Background: an optimization exercise with open tools, aiming at small area and a short achievable clock period. Do not read the settings as production practice. Where RTL was checked, it was by simulation tests only, not by an equivalence proof against the original.

==> 04-27 <==
==> flow/design.v <==
module hd_calcu_4m(input [15:0] a,
                   output [4:0] hd
                  );
  wire c0, s0, c1, s1, c2, s2, c3, s3, c4, s4, c5, s5, c6, s6, c7, s7, c8, s8, c9, s9, c10, s10, c11, s11, c12, s12, c13, s13, c14, s14;
  ham_fa f0 (a[0], a[10], a[11], c0, s0);
  ham_fa f1 (a[12], a[13], a[14], c1, s1);
  ham_fa f2 (a[15], a[1], a[2], c2, s2);
  ham_fa f3 (a[3], a[4], a[5], c3, s3);
  ham_fa f4 (a[6], a[7], a[8], c4, s4);
  ham_fa f5 (a[9], s0, s1, c5, s5);
  ham_fa f6 (s2, s3, s4, c6, s6);
  ham_ha h7 (s5, s6, c7, s7);
  ham_fa f8 (c0, c1, c2, c8, s8);
  ham_fa f9 (c3, c4, c5, c9, s9);
  ham_fa f10 (c6, s8, c7, c10, s10);
  ham_ha h11 (s9, s10, c11, s11);
  ham_fa f12 (c8, c9, c10, c12, s12);
  ham_ha h13 (c11, s12, c13, s13);
  ham_ha h14 (c12, c13, c14, s14);
  assign hd[0] = s7;
  assign hd[1] = s11;
  assign hd[2] = s13;
  assign hd[3] = s14;
  assign hd[4] = c14;
endmodule
module ham_fa(input a, input b, input c, output co, output s);
  assign s  = a ^ b ^ c;
  assign co = (a & b) | (a & c) | (b & c);
endmodule
module ham_ha(input a, input b, output co, output s);
  assign s  = a ^ b;
  assign co = a & b;
endmodule
module ham(data_in, data_out, clk, resetn);
input [31:0] data_in;
input clk, resetn;
output reg [33:0] data_out;
wire p1 = data_out[1];
wire p0 = data_out[0];
wire [15:0] va, vb, vn;
genvar k;
generate
  for (k = 0; k < 16; k = k + 1) begin : pr
    wire d1 = data_in[2*k+1];
    wire d0 = data_in[2*k];
    wire q1 = data_out[2*k+3];
    wire q0 = data_out[2*k+2];
    wire y  = q1 ^ q0;
    assign va[k] = d1 ^ q1;
    assign vb[k] = d0 ^ q0;
    assign vn[k] = y ? va[k] : ~vb[k];
  end
endgenerate
wire [4:0] A, B, N;
hd_calcu_4m ca(va, A);
hd_calcu_4m cb(vb, B);
hd_calcu_4m cn(vn, N);
function cout5;
  input [4:0] u, v;
  input c;
  reg cy;
  integer j;
  begin
    cy = c;
    for (j = 0; j < 5; j = j + 1)
      cy = (u[j] & v[j]) | (u[j] & cy) | (v[j] & cy);
    cout5 = cy;
  end
endfunction
wire [4:0] a8n = ~{A[4] | A[3], ~A[3], A[2:0]};
wire [4:0] rs, rc;
genvar m;
generate
  for (m = 0; m < 5; m = m + 1) begin : rw
    ham_fa f(B[m], N[m], a8n[m], rc[m], rs[m]);
  end
endgenerate
wire ie = A[4] | (A[3] & (~p1 | A[2] | A[1] | A[0]));
wire io = B[4] | (B[3] & (~(p1 & p0) | B[2] | B[1] | B[0])) |
          (~p1 & ~p0 & B[2] & B[1] & B[0]);
wire se = N[4] | (N[3] & (p0 | ~p1 | N[2] | N[1] | N[0])) |
          (p0 & ~p1 & N[2] & N[1] & N[0]);
wire so = rc[4] | cout5(rs, {rc[3:0], 1'b0}, ~p1);
wire is = cout5(A, ~N, ~p0);
wire eo = cout5(B, ~A, ~p0);
wire sel_i = ie & io & is;
wire sel_s = ~is & se & so;
wire sel_e = ~ie & ~se & eo;
wire c1 = ~sel_i & ~sel_s;
wire c0 = ~sel_i & ~sel_e;
wire inv1 = ~(c1 & ~c0);    
wire inv0 = ~(c1 & c0);     
wire [33:0] nxt;
assign nxt[1:0] = {c1, c0};
generate
  for (k = 0; k < 16; k = k + 1) begin : ob
    ham_obit o1(sel_s, data_in[2*k],   data_in[2*k+1], inv1, nxt[2*k+3]);
    ham_obit o0(sel_s, data_in[2*k+1], data_in[2*k],   inv0, nxt[2*k+2]);
  end
endgenerate
always @(posedge clk, negedge resetn)
begin
  if (!resetn)
    data_out <= 34'd0;
  else
    data_out <= nxt;
end
endmodule
module ham_obit(input s, input u, input v, input inv, output o);
  assign o = s ? u : v ^ inv;
endmodule
==> flow/flow/run.sh <==
#!/bin/bash
set -euo pipefail
export BUFFER_PORTS_ARGS="-buffer_cell sky130_fd_sc_hd__buf_1"
bash standard.sh > standard.log 2>&1
==> flow/standard.sh <==
#!/bin/bash
# synth_recipe.tcl (not shown) runs the flow's synth.tcl, then flattens the netlist and writes it again
# the make line also repeats each setting of config.mk as NAME=value (left out here)
make -C /OpenROAD-flow-scripts/flow DESIGN_CONFIG=/design/flow/config.mk WORK_HOME=/design/flow/orfs CLKGATE_MAP_FILE= SYNTH_SCRIPT=/design/flow/synth_recipe.tcl "${@:-finish}"
==> flow/config.mk <==
export PLATFORM = sky130hd
export DESIGN_NAME = ham
export DESIGN_NICKNAME = ham
export VERILOG_FILES = /design/flow/design.v
export SDC_FILE = /design/flow/constraint.sdc
export NUM_CORES = 4
export LEC_CHECK = 0
export CAP_MARGIN = 20
export CORE_MARGIN = 2
export CORE_UTILIZATION = 60
export CTS_BUF_LIST = sky130_fd_sc_hd__clkbuf_8
export SETUP_SLACK_MARGIN = 5
export SLEW_MARGIN = 20
export SYNTH_HIERARCHICAL = 1
export SYNTH_MINIMUM_KEEP_SIZE = 0
==> flow/constraint.sdc <==
create_clock -name core_clock -period 12.5 [get_ports {clk}]
set_input_delay 2.5000 -clock core_clock [delete_from_list [all_inputs] [get_ports {clk}]]
set_output_delay 2.5000 -clock core_clock [all_outputs]
set_load 0.01 [all_outputs]
==> 10-05 (differences from 04-27) <==
==> flow/design.v, changed modules only <==
module hd_calcu_4m(input [15:0] a,
                   output [4:0] hd
                  );
  wire c0, s0, c1, s1, c2, s2, c3, s3, c4, s4, c5, s5, c6, s6, c7, s7, c8, s8, c9, s9, c10, s10, c11, s11, c12, s12, c13, s13, c14, s14;
  ham_fa f0 (a[0], a[10], a[11], c0, s0);
  ham_fa f1 (a[12], a[13], a[14], c1, s1);
  ham_fa f2 (a[15], a[1], a[2], c2, s2);
  ham_fa f3 (a[3], a[4], a[5], c3, s3);
  ham_fa f4 (a[6], a[7], a[8], c4, s4);
  ham_fa f5 (a[9], s0, s1, c5, s5);
  ham_ha h6 (s2, s3, c6, s6);
  ham_fa f7 (s4, s6, s5, c7, s7);
  ham_fa f8 (c0, c1, c2, c8, s8);
  ham_fa f9 (c3, c4, c6, c9, s9);
  ham_ha h10 (c5, s8, c10, s10);
  ham_fa f11 (s9, s10, c7, c11, s11);
  ham_fa f12 (c8, c10, c9, c12, s12);
  ham_ha h13 (s12, c11, c13, s13);
  ham_ha h14 (c12, c13, c14, s14);
  assign hd[0] = s7;
  assign hd[1] = s11;
  assign hd[2] = s13;
  assign hd[3] = s14;
  assign hd[4] = c14;
endmodule
module ham(data_in, data_out, clk, resetn);
input [31:0] data_in;
input clk, resetn;
output reg [33:0] data_out;
wire p1 = data_out[1];
wire p0 = data_out[0];
wire [15:0] va, vb, vn;
genvar k;
generate
  for (k = 0; k < 16; k = k + 1) begin : pr
    ham_pair pp(data_in[2*k+1], data_in[2*k], data_out[2*k+3], data_out[2*k+2],
                va[k], vb[k], vn[k]);
  end
endgenerate
wire [4:0] A, B, N;
hd_calcu_4m ca(va, A);
hd_calcu_4m cb(vb, B);
hd_calcu_4m cn(vn, N);
function cout5;
  input [4:0] u, v;
  input c;
  reg cy;
  integer j;
  begin
    cy = c;
    for (j = 0; j < 5; j = j + 1)
      cy = (u[j] & v[j]) | (u[j] & cy) | (v[j] & cy);
    cout5 = cy;
  end
endfunction
wire [4:0] a8n = ~{A[4] | A[3], ~A[3], A[2:0]};
wire [4:0] rs, rc;
genvar m;
generate
  for (m = 0; m < 5; m = m + 1) begin : rw
    ham_fa f(B[m], a8n[m], N[m], rc[m], rs[m]);
  end
endgenerate
wire ie = A[4] | (A[3] & (~p1 | A[2] | A[1] | A[0]));
wire io = B[4] | (B[3] & (~(p1 & p0) | B[2] | B[1] | B[0])) |
          (~p1 & ~p0 & B[2] & B[1] & B[0]);
wire se = N[4] | (N[3] & (p0 | ~p1 | N[2] | N[1] | N[0])) |
          (p0 & ~p1 & N[2] & N[1] & N[0]);
wire so = rc[4] | cout5(rs, {rc[3:0], 1'b0}, ~p1);
wire is = cout5(A, ~N, ~p0);
wire eo = cout5(B, ~A, ~p0);
wire sel_i = ie & io & is;
wire sel_s = ~is & se & so;
wire sel_s1, sel_s0;
ham_sel ss1(is, se, so, sel_s1);
ham_sel ss0(is, se, so, sel_s0);
wire sel_e = ~ie & ~se & eo;
wire c1 = ~sel_i & ~sel_s;
wire c0 = ~sel_i & ~sel_e;
wire inv1 = ~sel_e;           
wire inv0 = sel_i | sel_e;    
wire [33:0] nxt;
assign nxt[1:0] = {c1, c0};
generate
  for (k = 0; k < 16; k = k + 1) begin : ob
    ham_obit o1(sel_s1, data_in[2*k],   data_in[2*k+1], inv1, nxt[2*k+3]);
    ham_obit o0(sel_s0, data_in[2*k+1], data_in[2*k],   inv0, nxt[2*k+2]);
  end
endgenerate
always @(posedge clk, negedge resetn)
begin
  if (!resetn)
    data_out <= 34'd0;
  else
    data_out <= nxt;
end
endmodule
module ham_sel(input is, input se, input so, output s);
  assign s = ~is & se & so;
endmodule
module ham_pair(input d1, input d0, input q1, input q0,
                output a, output b, output n);
  wire y;
  ham_xor xa(d1, q1, a);
  ham_xor xb(d0, q0, b);
  ham_xor xy(q1, q0, y);
  ham_mxn mn(y, a, b, n);
endmodule
module ham_xor(input u, input v, output o);
  assign o = u ^ v;
endmodule
module ham_mxn(input s, input u, input v, output o);
  assign o = s ? u : ~v;
endmodule
- CORE_UTILIZATION: 60 -> 70
==> 01-12 (differences from 04-27) <==
==> flow/design.v, changed modules only <==
module hd_calcu_4m(input [15:0] a,
                   output [4:0] hd
                  );
  wire c0, s0, c1, s1, c2, s2, c3, s3, c4, s4, c5, s5, c6, s6, c7, s7, c8, s8, c9, s9, c10, s10, c11, s11, c12, s12, c13, s13, c14, s14;
  ham_fa f0 (a[0], a[10], a[11], c0, s0);
  ham_fa f1 (a[12], a[13], a[14], c1, s1);
  ham_fa f2 (a[15], a[1], a[2], c2, s2);
  ham_fa f3 (a[3], a[4], a[5], c3, s3);
  ham_fa f4 (a[6], a[7], a[8], c4, s4);
  ham_fa f5 (a[9], s0, s1, c5, s5);
  ham_ha h6 (s2, s3, c6, s6);
  ham_fa f7 (s4, s6, s5, c7, s7);
  ham_fa f8 (c0, c1, c2, c8, s8);
  ham_fa f9 (c3, c4, c6, c9, s9);
  ham_ha h10 (c5, s8, c10, s10);
  ham_fa f11 (s9, s10, c7, c11, s11);
  ham_fa f12 (c8, c10, c9, c12, s12);
  ham_ha h13 (s12, c11, c13, s13);
  ham_ha h14 (c12, c13, c14, s14);
  assign hd[0] = s7;
  assign hd[1] = s11;
  assign hd[2] = s13;
  assign hd[3] = s14;
  assign hd[4] = c14;
endmodule
module ham(data_in, data_out, clk, resetn);
input [31:0] data_in;
input clk, resetn;
output reg [33:0] data_out;
wire p1 = data_out[1];
wire p0 = data_out[0];
wire [15:0] va, vb, vn;
genvar k;
generate
  for (k = 0; k < 16; k = k + 1) begin : pr
    ham_pair pp(data_in[2*k+1], data_in[2*k], data_out[2*k+3], data_out[2*k+2],
                va[k], vb[k], vn[k]);
  end
endgenerate
wire [4:0] A, B, N;
hd_calcu_4m ca(va, A);
hd_calcu_4m cb(vb, B);
hd_calcu_4m cn(vn, N);
function cout5;
  input [4:0] u, v;
  input c;
  reg cy;
  integer j;
  begin
    cy = c;
    for (j = 0; j < 5; j = j + 1)
      cy = (u[j] & v[j]) | (u[j] & cy) | (v[j] & cy);
    cout5 = cy;
  end
endfunction
wire [4:0] a8n = ~{A[4] | A[3], ~A[3], A[2:0]};
wire [4:0] rs, rc;
genvar m;
generate
  for (m = 0; m < 5; m = m + 1) begin : rw
    ham_fa f(B[m], a8n[m], N[m], rc[m], rs[m]);
  end
endgenerate
wire ie = A[4] | (A[3] & (~p1 | A[2] | A[1] | A[0]));
wire io = B[4] | (B[3] & (~(p1 & p0) | B[2] | B[1] | B[0])) |
          (~p1 & ~p0 & B[2] & B[1] & B[0]);
wire se = N[4] | (N[3] & (p0 | ~p1 | N[2] | N[1] | N[0])) |
          (p0 & ~p1 & N[2] & N[1] & N[0]);
wire so = rc[4] | cout5(rs, {rc[3:0], 1'b0}, ~p1);
wire is = cout5(A, ~N, ~p0);
wire eo = cout5(B, ~A, ~p0);
wire sel_i = ie & io & is;
wire sel_s = ~is & se & so;
wire sel_s1, sel_s0;
ham_sel ss1(is, se, so, sel_s1);
ham_sel ss0(is, se, so, sel_s0);
wire sel_e = ~ie & ~se & eo;
wire c1 = ~sel_i & ~sel_s;
wire c0 = ~sel_i & ~sel_e;
wire inv1 = ~sel_e;           
wire inv0 = sel_i | sel_e;    
wire [33:0] nxt;
assign nxt[1:0] = {c1, c0};
generate
  for (k = 0; k < 16; k = k + 1) begin : ob
    ham_obit o1(sel_s1, data_in[2*k],   data_in[2*k+1], inv1, nxt[2*k+3]);
    ham_obit o0(sel_s0, data_in[2*k+1], data_in[2*k],   inv0, nxt[2*k+2]);
  end
endgenerate
always @(posedge clk, negedge resetn)
begin
  if (!resetn)
    data_out <= 34'd0;
  else
    data_out <= nxt;
end
endmodule
module ham_sel(input is, input se, input so, output s);
  assign s = ~is & se & so;
endmodule
module ham_pair(input d1, input d0, input q1, input q0,
                output a, output b, output n);
  wire y;
  ham_xor xa(d1, q1, a);
  ham_xor xb(d0, q0, b);
  ham_xor xy(q1, q0, y);
  ham_mxn mn(y, a, b, n);
endmodule
module ham_xor(input u, input v, output o);
  assign o = u ^ v;
endmodule
module ham_mxn(input s, input u, input v, output o);
  assign o = s ? u : ~v;
endmodule
==> flow/flow/run.sh (replaced) <==
#!/bin/bash
set -euo pipefail
export BUFFER_PORTS_ARGS="-buffer_cell sky130_fd_sc_hd__buf_1"
export CTS_ARGS="-sink_clustering_enable -repair_clock_nets -buf_list sky130_fd_sc_hd__clkbuf_8 -dont_use_dummy_load"
bash standard.sh > standard.log 2>&1
==> 03-23 (differences from 04-27) <==
==> flow/design.v, changed modules only <==
module hd_calcu_4m(input [15:0] a,
                   output [4:0] hd
                  );
  wire [4:0] s1, c1;
  wire [1:0] s2, c2;
  wire t, u, t2, u2, t3, u3, u4, h, v, y, y2;
  ham_fa f0 (a[0],  a[1],  a[2],  c1[0], s1[0]);
  ham_fa f1 (a[3],  a[4],  a[5],  c1[1], s1[1]);
  ham_fa f2 (a[6],  a[7],  a[8],  c1[2], s1[2]);
  ham_fa f3 (a[9],  a[10], a[11], c1[3], s1[3]);
  ham_fa f4 (a[12], a[13], a[14], c1[4], s1[4]);
  ham_fa f5 (s1[0], s1[1], s1[2], c2[0], s2[0]);
  ham_fa f6 (s1[3], s1[4], a[15], c2[1], s2[1]);
  ham_ha h0 (s2[0], s2[1], h, hd[0]);
  ham_fa f7 (c1[0], c1[1], c1[2], u,  t);
  ham_fa f8 (t,     c1[3], c1[4], u2, t2);
  ham_fa f9 (t2,    c2[0], c2[1], u3, t3);
  ham_ha h1 (t3,    h,            u4, hd[1]);
  ham_fa f10 (u, u2, u3, y, v);
  ham_ha h2 (v, u4, y2, hd[2]);
  ham_ha h3 (y, y2, hd[4], hd[3]);
endmodule
module ham(data_in, data_out, clk, resetn);
input [31:0] data_in;
input clk, resetn;
output reg [33:0] data_out;
wire p1 = data_out[1];
wire p0 = data_out[0];
wire [15:0] va, vb, vn, vz;
genvar k;
generate
  for (k = 0; k < 16; k = k + 1) begin : pr
    wire d1 = data_in[2*k+1];
    wire d0 = data_in[2*k];
    wire q1 = data_out[2*k+3];
    wire q0 = data_out[2*k+2];
    wire x  = d1 ^ d0;
    assign va[k] = d1 ^ q1;
    assign vb[k] = d0 ^ q0;
    assign vn[k] = x ? va[k] : ~vb[k];
    assign vz[k] = x ? ~vb[k] : va[k];
  end
endgenerate
wire [4:0] A, B, N, Z;
hd_calcu_4m ca(va, A);
hd_calcu_4m cb(vb, B);
hd_calcu_4m cn(vn, N);
hd_calcu_4m cz(vz, Z);
function geq;
  input [4:0] u, v;
  input c;
  reg cy;
  integer j;
  begin
    cy = ~c;
    for (j = 0; j < 5; j = j + 1)
      cy = (u[j] & ~v[j]) | (u[j] & cy) | (~v[j] & cy);
    geq = cy;
  end
endfunction
wire ie = A[4] | (A[3] & (~p1 | A[2] | A[1] | A[0]));
wire io = B[4] | (B[3] & (~(p1 & p0) | B[2] | B[1] | B[0])) |
          (~p1 & ~p0 & B[2] & B[1] & B[0]);
wire se = N[4] | (N[3] & (p0 | ~p1 | N[2] | N[1] | N[0])) |
          (p0 & ~p1 & N[2] & N[1] & N[0]);
wire so = ~Z[4] & (~Z[3] | (~p1 & ~Z[2] & ~Z[1] & ~Z[0]));
wire is = geq(A, N, p0);
wire eo = geq(B, A, p0);
wire sel_i = ie & io & is;
wire sel_s = ~is & se & so;
wire sel_e = ~ie & ~se & eo;
wire c1 = ~sel_i & ~sel_s;
wire c0 = ~sel_i & ~sel_e;
wire inv1 = ~(c1 & ~c0);    
wire inv0 = ~(c1 & c0);     
reg [33:0] nxt;
integer i;
always @(*) begin
  nxt[1:0] = {c1, c0};
  for (i = 0; i < 16; i = i + 1) begin
    nxt[2*i+3] = sel_s ? data_in[2*i]   : data_in[2*i+1] ^ inv1;
    nxt[2*i+2] = sel_s ? data_in[2*i+1] : data_in[2*i]   ^ inv0;
  end
end
always @(posedge clk, negedge resetn)
begin
  if (!resetn)
    data_out <= 34'd0;
  else
    data_out <= nxt;
end
endmodule
// module ham_obit removed
==> flow/flow/run.sh (replaced) <==
#!/bin/bash
set -euo pipefail
export BUFFER_PORTS_ARGS="-buffer_cell sky130_fd_sc_hd__buf_1"
bash standard.sh SETUP_SLACK_MARGIN=6 finish > standard.log 2>&1
- CORE_UTILIZATION: 60 -> 40
- CTS_BUF_LIST: sky130_fd_sc_hd__clkbuf_8 -> default
- SETUP_SLACK_MARGIN: 5 -> default
- SYNTH_HIERARCHICAL: 1 -> default
- SYNTH_MINIMUM_KEEP_SIZE: 0 -> default
==> qor summary <==
| quantity | 03-23 | 10-05 | 04-27 | 01-12 |
|---|---|---|---|---|
| Status | timing/DRC/antenna clean | timing/DRC/antenna clean | timing/DRC/antenna clean | timing/DRC/antenna clean |
| Cells after synthesis | 550 | 335 | 381 | 335 |
| Startpoint of the lowest-slack hold path | data_out[1] | data_out[0] | data_out[0] | data_out[0] |
| Setup slack of the most critical reg-to-reg path | 7260 ps | 7280 ps | 7130 ps | 7350 ps |
| Die Outline Area | 0.0127 mm^2 | 0.00544 mm^2 | 0.00702 mm^2 | 0.00630 mm^2 |
| Global router's overall resource usage | 21.3% | 29.7% | 26.6% | 25.5% |
| Sequential-to-total area share from yosys stat | 17.9% | 25.0% | 22.3% | 25.0% |
| Pre-CTS worst setup slack | 4230 ps | 4640 ps | 4180 ps | 4720 ps |
| Count of clock buffers in the final design | 6 | 5 | 6 | 5 |
| Avg Cell Area, Syn | 8.62 um^2 | 10.2 um^2 | 10.0 um^2 | 10.2 um^2 |
| Crit path depth | 23 | 17 | 18 | 16 |
| Filler Cell Count | 1005 | 329 | 533 | 485 |
| Crit path from | data_in[9] | data_in[27] | data_in[3] | data_in[29] |
| # resized after CTS | 141 | 2 | 12 | 0 |
| Post-Route WL | 13800 um | 7250 um | 9290 um | 7310 um |
| Final Cycle Share | 54.7% | 57.3% | 58.5% | 56.9% |
| Share of the core filled with cells in the final layout | 53.5% | 78.8% | 66.6% | 67.4% |
| Met1 wire length | 5870 um | 3120 um | 4350 um | 3320 um |
| Vias in the first global route | 3962 | 2527 | 2752 | 2575 |
| Number of unique standard cell types used by synthesis | 49 | 37 | 38 | 37 |
Only the layout flow was run in 04-27; the RTL was not checked for function there.

==> port drivers added, routing unchanged <==
The flow's constraints put no driver on any port. The routed layouts listed below were extracted and timed again, unchanged, in two steps.
Step 1: set_driving_cell puts a clkbuf_16 on clk and a buf_2 on each other input, an assumption about the parent block.
Step 2 moves the port delays by t, midway between the first and last clock arrival at a register: inputs arrive t later, outputs are due t later. That takes back most of the time a late clock gives input paths.
a / b / c = no drivers / after step 1 / after step 2; a / b = the first two.
run | shift t [ns] | setup WS [ns] | hold slack, ns | worst register clock-pin slew, ns
04-27 | 0.321 | 5.190 / 5.194 / 4.873 | 0.903 / 0.903 / 0.903 | 0.08 / 0.08
10-05 | 0.317 | 5.332 / 5.339 / 5.022 | 0.866 / 0.866 / 0.866 | 0.07 / 0.07
01-12 | 0.310 | 5.382 / 5.390 / 5.080 | 0.907 / 0.907 / 0.907 | 0.07 / 0.07
03-23 | 0.321 | 5.659 / 5.633 / 5.312 | 1.272 / 1.272 / 1.272 | 0.06 / 0.06
After both steps every run listed still meets setup and hold. The setup slack of 03-23, which loses most, moves by -0.026 ns with the drivers and by -0.347 ns with both steps.
